What follows belongs to an exercise in optimizing a design on an open flow for small area; a production flow would make more cautious choices. In this exercise RTL edits were held to simulation tests only and were not proved equivalent to the original. The flow treats the clock pin as an ideal source. Dropping or thinning the clock tree relies on that and would not hold on a real chip. Power figures rest on the tool's default switching activity, not on a simulated workload.

==> inputs of trial 71 <==
Design ClockTest, start of the top module:
module ClockTest(
	input clk,
	input rst,
	input btn,
	output [6:0] seg,
	output [3:0] an,
	output buttons_pressed,
	output buttons_released
);
clock: 50.0 ns
lec_check: 0
cap_margin: 20
core_margin: 2
core_utilization: 40
slew_margin: 20
standard.sh (not shown) runs the stock make flow with config.mk's settings and CLKGATE_MAP_FILE= SYNTH_SCRIPT=/design/flow/synth_recipe.tcl, a recipe that flattens the netlist after the stock synthesis.
==> flow/flow/run.sh <==
#!/bin/bash
# The standard layout (standard.sh), with these changes to how the layout
# is built:
#  - the standard synthesis runs unchanged first; then the design is
#    synthesized again for area (rtlsynth.tcl: same passes skipped, flattened
#    and renamed the same way, but its own ABC scripts and no adder cells),
#    and the smallest of a few ABC scripts' netlists replaces the standard
#    one, once regnames.py has checked that its flip-flops are the standard
#    synthesis's (same registers, same cell types) and given them the standard
#    names.  If that check fails, the standard netlist is kept;
#  - port buffers are the smallest buffer cell, buf_1 (every input and output
#    port still gets its own buffer);
#  - the clock tree is built by clock_tree.tcl in place of
#    clock_tree_synthesis: four clock buffers, each driving the flip-flops of
#    one quarter of the layout, driven by the clock port.
# Each tool's full output goes to a log file of its own in this folder.
set -euo pipefail
here=$(pwd)
res=$here/orfs/results/$FLOW_PLATFORM/ClockTest/base
lib=$FLOW_HOME/platforms/$FLOW_PLATFORM/lib/sky130_fd_sc_hd__tt_025C_1v80.lib
yosys=$FLOW_HOME/../tools/install/yosys/bin/yosys
export BUFFER_PORTS_ARGS="-buffer_cell sky130_fd_sc_hd__buf_1"
export PRE_CTS_TCL=$here/flow/clock_tree.tcl

bash standard.sh synth > log_1_standard_synth.log 2>&1
cp $res/1_2_yosys.v $here/standard_synth.v

# the platform's DONT_USE_CELLS
args=""
for c in $(cat flow/dont_use.txt); do args="$args -dont_use $c"; done
for batch in "1 2 3 4" "5 6 7 8"; do
  for k in $batch; do
    LIB_FILE=$lib DESIGN_V=$FLOW_DESIGN OUT_V=$here/synth_$k.v TOP=$FLOW_TOP \
      ABC_SCRIPT=$here/flow/abc_$k.abc DONT_USE_ARGS="$args" \
      $yosys -c flow/rtlsynth.tcl > log_2_synth_$k.log 2>&1 &
  done
  wait || true
done

best=""
best_area=""
for k in 1 2 3 4 5 6 7 8; do
  if python3 flow/regnames.py $here/standard_synth.v $here/synth_$k.v $here/synth_${k}_named.v > log_3_regnames_$k.log 2>&1; then
    a=$(sed -n "s/.*Chip area for module.*: //p" $here/synth_$k.v.stat | tail -1)
    echo "script $k: area $a" >> log_3_choice.log
    if [[ -n "$a" ]] && { [[ -z "$best_area" ]] || python3 -c "import sys; sys.exit(0 if $a < $best_area else 1)"; }; then
      best=$k; best_area=$a
    fi
  fi
done
if [[ -n "$best" ]]; then
  echo "using script $best" >> log_3_choice.log
  cp $here/synth_${best}_named.v $res/1_2_yosys.v
  rm -f $res/1_synth.odb $res/1_synth.sdc
else
  echo "keeping the standard netlist" >> log_3_choice.log
fi
bash standard.sh finish > log_4_standard_finish.log 2>&1
==> flow/flow/abc_1.abc <==
&get -n
&st
&synch2
&dc2
&deepsyn -T 30 -S 1
&st
&dch -f
&nf -a -p -C 32 -F 8 -A 8 -R 1000 -E 100
&put
strash
dch -f
amap
==> flow/flow/abc_2.abc <==
&get -n
&st
&synch2
&dc2
&deepsyn -T 30 -S 2
&st
&dch -f
&nf -a -p -C 32 -F 8 -A 8 -R 1000 -E 100
&put
strash
dch -f
amap
==> flow/flow/abc_3.abc <==
&get -n
&st
&synch2
&dc2
&deepsyn -T 30 -S 3
&st
&dch -f
&nf -a -p -C 32 -F 8 -A 8 -R 1000 -E 100
&put
strash
dch -f
amap
==> flow/flow/abc_4.abc <==
&get -n
&st
&synch2
&dc2
&deepsyn -T 30 -S 1
&put
strash
dch -f
amap
==> flow/flow/abc_5.abc <==
&get -n
&st
&synch2
&dc2
&deepsyn -T 30 -S 1
&st
&dch -f
&nf -a -p -C 32 -F 8 -A 8 -R 1000 -E 100
&put
strash
dch -f
amap
strash
dch -f
amap
==> flow/flow/abc_6.abc <==
&get -n
&st
&synch2
&dc2
&deepsyn -T 30 -S 1
&st
&dch -f
&nf -a -p -C 32 -F 8 -A 8 -R 1000
&put
==> flow/flow/abc_7.abc <==
&get -n
&st
&synch2
&dc2
&deepsyn -T 30
&st
&dch -f
&nf -a -R 1000
&put
==> flow/flow/abc_8.abc <==
&get -n
&st
&synch2
&dc2
&deepsyn -T 60 -S 4
&st
&dch -f
&nf -a -p -C 32 -F 8 -A 8 -R 1000 -E 100
&put
strash
dch -f
amap
==> flow/flow/regnames.py <==
# Give the flip-flops of a netlist the instance names the standard synthesis gave the
# same registers, pairing them by the net on their Q pin, and check that both netlists
# have the same registers in the same cell types.
# usage: regnames.py standard.v mine.v out.v ; exits 1 if they cannot be paired.
import re, sys

INST = re.compile(r'^\s*(sky130_fd_sc_hd__df\w+)\s+(\\\S+|\S+)\s*\((.*?)\);', re.M | re.S)
PIN = re.compile(r'\.(\w+)\s*\(\s*(\\\S+\s|[^()\s]+(?:\s*\[\s*\d+\s*\])?)\s*\)')

def flops(text):
    out = {}
    for m in INST.finditer(text):
        pins = {p: re.sub(r'[\\\s]', '', n) for p, n in PIN.findall(m.group(3))}
        out[m.group(2)] = (m.group(1), pins.get('Q'), m.start(2), m.end(2))
    return out

std = open(sys.argv[1]).read()
mine = open(sys.argv[2]).read()
fs, fm = flops(std), flops(mine)
by_q = {}
for name, (cell, q, _, _) in fs.items():
    if q is None or q in by_q:
        sys.exit(f"standard netlist: flip-flop {name} has no unique Q net")
    by_q[q] = (name, cell)
if len(fs) != len(fm):
    sys.exit(f"{len(fs)} flip-flops in the standard netlist, {len(fm)} in the new one")
edits = []
used = set()
for name, (cell, q, a, b) in fm.items():
    if q not in by_q:
        sys.exit(f"new netlist: flip-flop {name} drives {q}, which no standard flip-flop drives")
    sname, scell = by_q[q]
    if scell != cell:
        sys.exit(f"register {q}: cell {cell}, standard synthesis has {scell}")
    used.add(sname)
    edits.append((a, b, sname))
if len(used) != len(fs):
    sys.exit("registers do not pair one to one")
# Other instances of the new netlist may already carry a name the standard
# synthesis gave a flip-flop (both use Yosys's _NNN_ names); rename those first.
ANY = re.compile(r'^(\s*sky130_fd_sc_hd__\w+\s+)(\\\S+|\S+)(\s*\()', re.M)
taken = {m.group(2) for m in ANY.finditer(mine)}
wanted = {sname for _, _, sname in edits}
flop_spans = {(a, b) for a, b, _ in edits}
renames = []
k = 0
for m in ANY.finditer(mine):
    if m.group(2) in wanted and (m.start(2), m.end(2)) not in flop_spans:
        while f"_comb{k}_" in taken:
            k += 1
        renames.append((m.start(2), m.end(2), f"_comb{k}_"))
        taken.add(f"_comb{k}_")
for a, b, name in sorted(edits + renames, reverse=True):
    mine = mine[:a] + name + ' ' + mine[b:]
open(sys.argv[3], 'w').write(mine)
print(f"paired {len(edits)} flip-flops, renamed {len(renames)} other instances")
Other scripts of this flow, unchanged in this note and not shown: flow/flow/clock_tree.tcl, flow/flow/dont_use.txt, flow/flow/rtlsynth.tcl
==> inputs of trial 46, as changes to trial 71 <==
--- a/flow/flow/run.sh
+++ b/flow/flow/run.sh
@@ -28,18 +28,16 @@
 # the platform's DONT_USE_CELLS
 args=""
 for c in $(cat flow/dont_use.txt); do args="$args -dont_use $c"; done
-for batch in "1 2 3 4" "5 6 7 8"; do
-  for k in $batch; do
-    LIB_FILE=$lib DESIGN_V=$FLOW_DESIGN OUT_V=$here/synth_$k.v TOP=$FLOW_TOP \
-      ABC_SCRIPT=$here/flow/abc_$k.abc DONT_USE_ARGS="$args" \
-      $yosys -c flow/rtlsynth.tcl > log_2_synth_$k.log 2>&1 &
-  done
-  wait || true
+for k in 1 2 3 4 5; do
+  LIB_FILE=$lib DESIGN_V=$FLOW_DESIGN OUT_V=$here/synth_$k.v TOP=$FLOW_TOP \
+    ABC_SCRIPT=$here/flow/abc_$k.abc DONT_USE_ARGS="$args" \
+    $yosys -c flow/rtlsynth.tcl > log_2_synth_$k.log 2>&1 &
 done
+wait || true
 
 best=""
 best_area=""
-for k in 1 2 3 4 5 6 7 8; do
+for k in 1 2 3 4 5; do
   if python3 flow/regnames.py $here/standard_synth.v $here/synth_$k.v $here/synth_${k}_named.v > log_3_regnames_$k.log 2>&1; then
     a=$(sed -n "s/.*Chip area for module.*: //p" $here/synth_$k.v.stat | tail -1)
     echo "script $k: area $a" >> log_3_choice.log
==> flow/flow/abc_1.abc (replaced) <==
&get -n
&deepsyn -T 30
&st
&dch -f
&nf -a -R 1000
&put
==> flow/flow/abc_2.abc (replaced) <==
&get -n
&st
&synch2
&dc2
&deepsyn -T 30
&st
&dch -f
&nf -a -R 1000
&put
==> flow/flow/abc_3.abc (replaced) <==
&get -n
&deepsyn -T 120
&st
&dch -f
&nf -a -R 1000
&put
==> flow/flow/abc_4.abc (replaced) <==
&get -n
&deepsyn -T 30 -S 2
&st
&dch -f
&nf -a -R 1000
&put
==> flow/flow/abc_5.abc (replaced) <==
&get -n
&deepsyn -T 30 -S 3
&st
&dch -f
&nf -a -R 1000
&put
--- a/flow/flow/regnames.py
+++ b/flow/flow/regnames.py
@@ -36,21 +36,8 @@
     edits.append((a, b, sname))
 if len(used) != len(fs):
     sys.exit("registers do not pair one to one")
-# Other instances of the new netlist may already carry a name the standard
-# synthesis gave a flip-flop (both use Yosys's _NNN_ names); rename those first.
-ANY = re.compile(r'^(\s*sky130_fd_sc_hd__\w+\s+)(\\\S+|\S+)(\s*\()', re.M)
-taken = {m.group(2) for m in ANY.finditer(mine)}
-wanted = {sname for _, _, sname in edits}
-flop_spans = {(a, b) for a, b, _ in edits}
-renames = []
-k = 0
-for m in ANY.finditer(mine):
-    if m.group(2) in wanted and (m.start(2), m.end(2)) not in flop_spans:
-        while f"_comb{k}_" in taken:
-            k += 1
-        renames.append((m.start(2), m.end(2), f"_comb{k}_"))
-        taken.add(f"_comb{k}_")
-for a, b, name in sorted(edits + renames, reverse=True):
-    mine = mine[:a] + name + ' ' + mine[b:]
+existing = set(re.findall(r'^\s*\w+\s+(\\\S+|\S+)\s*\(', mine, re.M))
+for a, b, sname in sorted(edits, reverse=True):
+    mine = mine[:a] + sname + ' ' + mine[b:]
 open(sys.argv[3], 'w').write(mine)
-print(f"paired {len(edits)} flip-flops, renamed {len(renames)} other instances")
+print(f"paired {len(edits)} flip-flops")
Settings changed: CORE_UTILIZATION 40 to 65.
removed: flow/flow/abc_6.abc
removed: flow/flow/abc_7.abc
removed: flow/flow/abc_8.abc
==> qor summary <==
| metric | trial 71 | trial 46 |
|---|---|---|
| Result of the run | timing/DRC/antenna clean | timing/DRC/antenna clean |
| Comb power frac | 15.0% | 15.7% |
| Share of the final layout cell area in multi-input gates | 30.7% | 34.9% |
| Area enclosed by the die boundary | 0.00481 sq mm | 0.00309 sq mm |
| Delay contributed by the slowest stage of the critical path | 0.60 ns | 0.58 ns |
| Count of nets after finishing | 198 | 187 |
| Cell depth of the worst setup path | 11 | 9 |
| WL per Instance | 12.5 um | 13.9 um |
| Switch share | 27.7% | 27.8% |
| Detailed-routing wirelength on met1 | 1480 um | 1340 um |
| Max Fanout on Critical Path | 7 | 6 |
| Proportion of layout cells with a drive suffix above 1 | 9.33% | 9.89% |
| Hold path depth | 0 | 1 |
| Final standard cell area without fillers | 0.00186 sq mm | 0.00185 sq mm |
In every run of this note, the design's own scripts or RTL, not TritonCTS, make the clock network.

-- what the ideal ports hide --
The flow's constraints put no driver on any port. The routed layouts listed below were extracted and timed again, unchanged, in two steps.
Step 1: set_driving_cell puts a clkbuf_16 on clk and a buf_2 on each other input, an assumption about the parent block.
Step 2 times the ports against the registers' clock, not the clock port: input delays grow and output delays shrink by t, the midpoint of the rising clock arrivals with the driver on.
a / b / c = no drivers / after step 1 / after step 2; a / b = the first two.
| run | shift t [ns] | setup WS [ns] | worst hold slack (ns) |
|---|---|---|---|
| trial 71 | 0.209 | 37.290 / 37.248 / 37.457 | 0.371 / 0.371 / 0.371 |
| trial 46 | 0.210 | 37.702 / 37.659 / 37.869 | 0.371 / 0.371 / 0.371 |
After both steps setup and hold are still met in every run listed.
